From an optimization exercise on the open Yosys and OpenROAD flow, aimed at small area, a short achievable clock period and few clock cycles; shortcuts taken in it are not production practice. At most, simulation tests tie the RTL to the original design; equivalence was not proved. Power and IR drop assume default switching activity.

==> flow/design.v <==
`timescale 1 ps / 1 ps
module day2pt2(
  input  logic clk,
  input  logic rst,
  input logic tvalid_rx,
  output logic tready_rx,
  input logic [7:0] tdata_rx,
  input logic tlast_rx,
  output logic tvalid_tx,
  input logic tready_tx,
  output logic [31:0] tdata_tx,
  output logic tlast_tx
);
localparam logic [31:0] CUT = 32'h0411_1110;  
logic       clr;         
logic       rv;          
logic       rl;          
logic [6:0] rd;          
always @(posedge clk) begin
  clr <= rst;
  rv <= ~rst & tvalid_rx & tready_rx;
  rl <= tlast_rx;
  rd <= tdata_rx[6:0];
end
logic is_digit;
assign is_digit = ~rd[6] & rd[4] & ~(rd[3] & rd[1]);
logic       prevd;       
logic       sp;          
logic [6:0] v;           
logic       pR, pG, pB;  
logic       wR, wG, wB;  
logic       urgent;      
logic       end_flag;    
logic [6:0] mR, mG, mB;
logic [6:0] A;
logic       st1, st2;    
logic [2:0] cnt;         
logic       m1;          
logic       en2;         
logic [31:0] acc;
logic [31:0] cr;         
logic busy, last, pend, go;
assign busy = st1 | st2;
assign last = (cnt == 3'd6);
assign pend = pR | pG | pB;
logic [6:0] msel;
assign msel = ({7{pR}} & mR) | ({7{pG}} & mG) | ({7{pB}} & mB);
logic gt;
always_comb begin
  logic g, e;
  g = 1'b0; e = 1'b1;
  for (int i = 6; i >= 0; i--) begin
    g = g | (e & v[i] & ~msel[i]);
    e = e & ~(v[i] ^ msel[i]);
  end
  gt = g;
end
logic [6:0] vn;
always_comb begin
  logic [6:0] x, y, z, s, cs;
  logic c;
  x = prevd ? {v[3:0], 3'b0} : 7'd0;
  y = prevd ? {2'b0, v[3:0], 1'b0} : 7'd0;
  z = {3'b0, rd[3:0]};
  cs[0] = 1'b0;
  for (int i = 0; i < 7; i++) s[i] = x[i] ^ y[i] ^ z[i];
  for (int i = 0; i < 6; i++) cs[i+1] = (x[i] & y[i]) | (x[i] & z[i]) | (y[i] & z[i]);
  c = 1'b0;
  for (int i = 0; i < 7; i++) begin
    vn[i] = s[i] ^ cs[i] ^ c;
    c = (s[i] & cs[i]) | (s[i] & c) | (cs[i] & c);
  end
end
logic [7:0] sum1;
always_comb begin
  logic c, c0, c1, b;
  logic [2:0] h0, h1;
  c = 1'b0;
  for (int i = 0; i < 4; i++) begin
    b = m1 & mR[i];
    sum1[i] = A[i] ^ b ^ c;
    c = (A[i] & b) | (A[i] & c) | (b & c);
  end
  c0 = 1'b0; c1 = 1'b1;
  for (int i = 4; i < 7; i++) begin
    b = m1 & mR[i];
    h0[i-4] = A[i] ^ b ^ c0;
    h1[i-4] = A[i] ^ b ^ c1;
    c0 = (A[i] & b) | (A[i] & c0) | (b & c0);
    c1 = (A[i] & b) | (A[i] & c1) | (b & c1);
  end
  sum1[6:4] = c ? h1 : h0;
  sum1[7]   = c ? c1 : c0;
end
logic [19:0] T;
assign T = {A, mG, mR[5:0]};
logic [31:0] addend;
assign addend = {12'd0, T & {20{en2}}};
logic [31:0] accn;
logic [31:0] crn;
always_comb begin
  logic c;
  c = 1'b0;
  crn = '0;
  for (int i = 0; i < 32; i++) begin
    if (CUT[i]) begin
      crn[i] = c;
      c = cr[i];
    end
    accn[i] = acc[i] ^ addend[i] ^ c;
    c = (acc[i] & addend[i]) | (acc[i] & c) | (addend[i] & c);
  end
end
logic carries;
assign carries = |(cr & CUT);
logic end_c;             
assign end_c = end_flag | (rv & rl);
assign go = end_c & ~busy & ~pend;
logic cmp;               
assign cmp = pend & ~busy;
logic st1_n, st2_n;
assign st1_n = go | (st1 & ~last);
assign st2_n = (st1 & last) | (st2 & ~last);
logic pR_n, pG_n, pB_n, pend_n, urgent_n, end_n;
logic newc;
assign newc = rv & sp;
assign pR_n = newc ? ( rd[4])          : (pR & ~cmp);
assign pG_n = newc ? (~rd[4] &  rd[0]) : (pG & ~cmp);
assign pB_n = newc ? (~rd[4] & ~rd[0]) : (pB & ~cmp);
assign pend_n   = pR_n | pG_n | pB_n;
assign urgent_n = pend_n & pend & (urgent | (rv & ~rd[6]));
assign end_n    = end_c & ~go;
logic busy_n;
assign busy_n = st1_n | st2_n;
logic stall_n;
assign stall_n = (pend_n & urgent_n & busy_n) |
                 (end_n & (busy_n | pend_n));
logic idle_r;
always @(posedge clk) begin
  idle_r <= ~end_flag & ~busy & ~rv & ~pend & ~carries & ~(tvalid_rx & tready_rx);
  tready_rx <= ~rst & ~stall_n;
  tvalid_tx <= ~rst & ~clr & (tvalid_tx | (tready_tx & idle_r));
end
always @(posedge clk) begin
  if (clr) begin
    prevd <= 1'b0;
    sp <= 1'b0;
    pR <= 1'b0;
    pG <= 1'b0;
    pB <= 1'b0;
    wR <= 1'b0;
    wG <= 1'b0;
    wB <= 1'b0;
    urgent <= 1'b0;
    end_flag <= 1'b0;
    st1 <= 1'b0;
    st2 <= 1'b0;
    cnt <= 3'd0;
    m1 <= 1'b0;
    en2 <= 1'b0;
  end else begin
    if (rv) begin
      prevd <= is_digit;
      sp <= prevd & ~rd[4];
    end
    pR <= pR_n;
    pG <= pG_n;
    pB <= pB_n;
    wR <= cmp & gt & pR;
    wG <= cmp & gt & pG;
    wB <= cmp & gt & pB;
    urgent <= urgent_n;
    end_flag <= end_n;
    st1 <= st1_n;
    st2 <= st2_n;
    cnt <= (busy & ~last) ? cnt + 3'd1 : 3'd0;
    m1 <= st1_n & (st1 ? mG[1] : (wG ? v[0] : mG[0]));
    en2 <= st2_n & (st2 ? mB[5] : mB[6]);
  end
end
always @(posedge clk) begin
  if (rv & is_digit) v <= vn;
end
always @(posedge clk) begin
  if (clr) A <= '0;
  else A <= sum1[7:1];
end
always @(posedge clk) begin
  if (clr) begin
    mR <= '0;
    mG <= '0;
    mB <= '0;
  end else begin
    if (busy) begin
      if (st2 & last) mG <= '0;
      else mG <= {sum1[0], mG[6:1]};
    end else if (wG) mG <= v;
    if (last) mR <= '0;
    else if (st2) mR <= {1'b0, mG[0], mR[5:1]};
    else if (wR & ~busy) mR <= v;
    if (st2) mB <= {mB[5:0], 1'b0};
    else if (wB & ~busy) mB <= v;
  end
end
always @(posedge clk) begin
  if (clr) begin
    acc <= '0;
    cr <= '0;
  end else begin
    acc <= accn;
    cr <= crn & CUT;
  end
end
assign tdata_tx = acc;
assign tlast_tx = tvalid_tx;
endmodule
clock: 10.0 ns
lec_check: 0
cap_margin: 20
core_margin: 2
core_utilization: 40
slew_margin: 20
standard.sh (not shown) runs the stock make flow with config.mk's settings and CLKGATE_MAP_FILE= SYNTH_SCRIPT=/design/flow/synth_recipe.tcl, a recipe that flattens the netlist after the stock synthesis.
==> flow/flow/run.sh <==
#!/bin/bash
# The standard layout, with plain buffers on the ports instead of the delay
# buffers buffer_ports picks by default, and a smaller clock tree.
set -euo pipefail
export BUFFER_PORTS_ARGS="-buffer_cell sky130_fd_sc_hd__buf_1"
export CTS_ARGS="-sink_clustering_enable -repair_clock_nets -buf_list sky130_fd_sc_hd__clkbuf_8 -sink_clustering_size 40 -dont_use_dummy_load"
bash standard.sh > make_finish.log 2>&1
The baseline passed the timing, design-rule and antenna checks.
Testbench counts at the start, summed over its fixed seeds: cycles 53,690.
Then changed:
--- a/flow/design.v
+++ b/flow/design.v
@@ -136,9 +136,9 @@
 assign stall_n = (pend_n & urgent_n & busy_n) |
                  (end_n & (busy_n | pend_n));
-logic idle_r;
-always @(posedge clk) begin
-  idle_r <= ~end_flag & ~busy & ~rv & ~pend & ~carries & ~(tvalid_rx & tready_rx);
+logic done;
+assign done = tready_tx & ~end_flag & ~busy & ~rv & ~pend & ~carries;
+always @(posedge clk) begin
   tready_rx <= ~rst & ~stall_n;
-  tvalid_tx <= ~rst & ~clr & (tvalid_tx | (tready_tx & idle_r));
+  tvalid_tx <= ~rst & ~clr & (tvalid_tx | done);
 end
 always @(posedge clk) begin
After rerunning: The changed run passed the timing, design-rule and antenna checks; wire length came out higher by a few percent; core utilization is lower by 0.26 points; design area drops slightly; via count went up slightly; fmax went down slightly; worst setup slack got worse by 16 ps; synthesized cell count is lower slightly; clock-buffer cell count stays the same; global-route usage increases by 0.28 points; clock skew drops by 22 ps; total power falls slightly; final cell count falls slightly.
For the second run of this note, only the layout was checked, not whether the RTL still works.

-- static timing again, ports no longer ideal --
The results above use ideal ports. As a check the final layouts listed here were re-extracted and re-timed, cells and wires unchanged. Step 1 sets driving cells, clkbuf_16 on the clock port and buf_2 on the other inputs (assumed; they add their load-dependent delay and slew). Step 2 times the ports against the registers' clock, not the clock port: input delays grow and output delays shrink by t, the midpoint of the rising clock arrivals with the driver on. Three values: ideal ports, drivers, drivers and shift; two values: the first two.
run | t (ns) | slack for setup (ns) | hold slack, ns | latest minus earliest clock arrival (ns) | pins driven straight from the clock port
the first run | 0.397 | 7.049 / 7.017 / 7.343 | 0.460 / 0.460 / 0.460 | 0.042 / 0.042 | 1
the second run | 0.389 | 7.033 / 7.041 / 6.652 | 0.425 / 0.425 / 0.425 | 0.020 / 0.020 | 1
After both steps setup and hold are still met in every run listed. For the second run, which loses most, drivers alone change the setup slack by +0.008 ns; drivers and shift together by -0.381 ns.
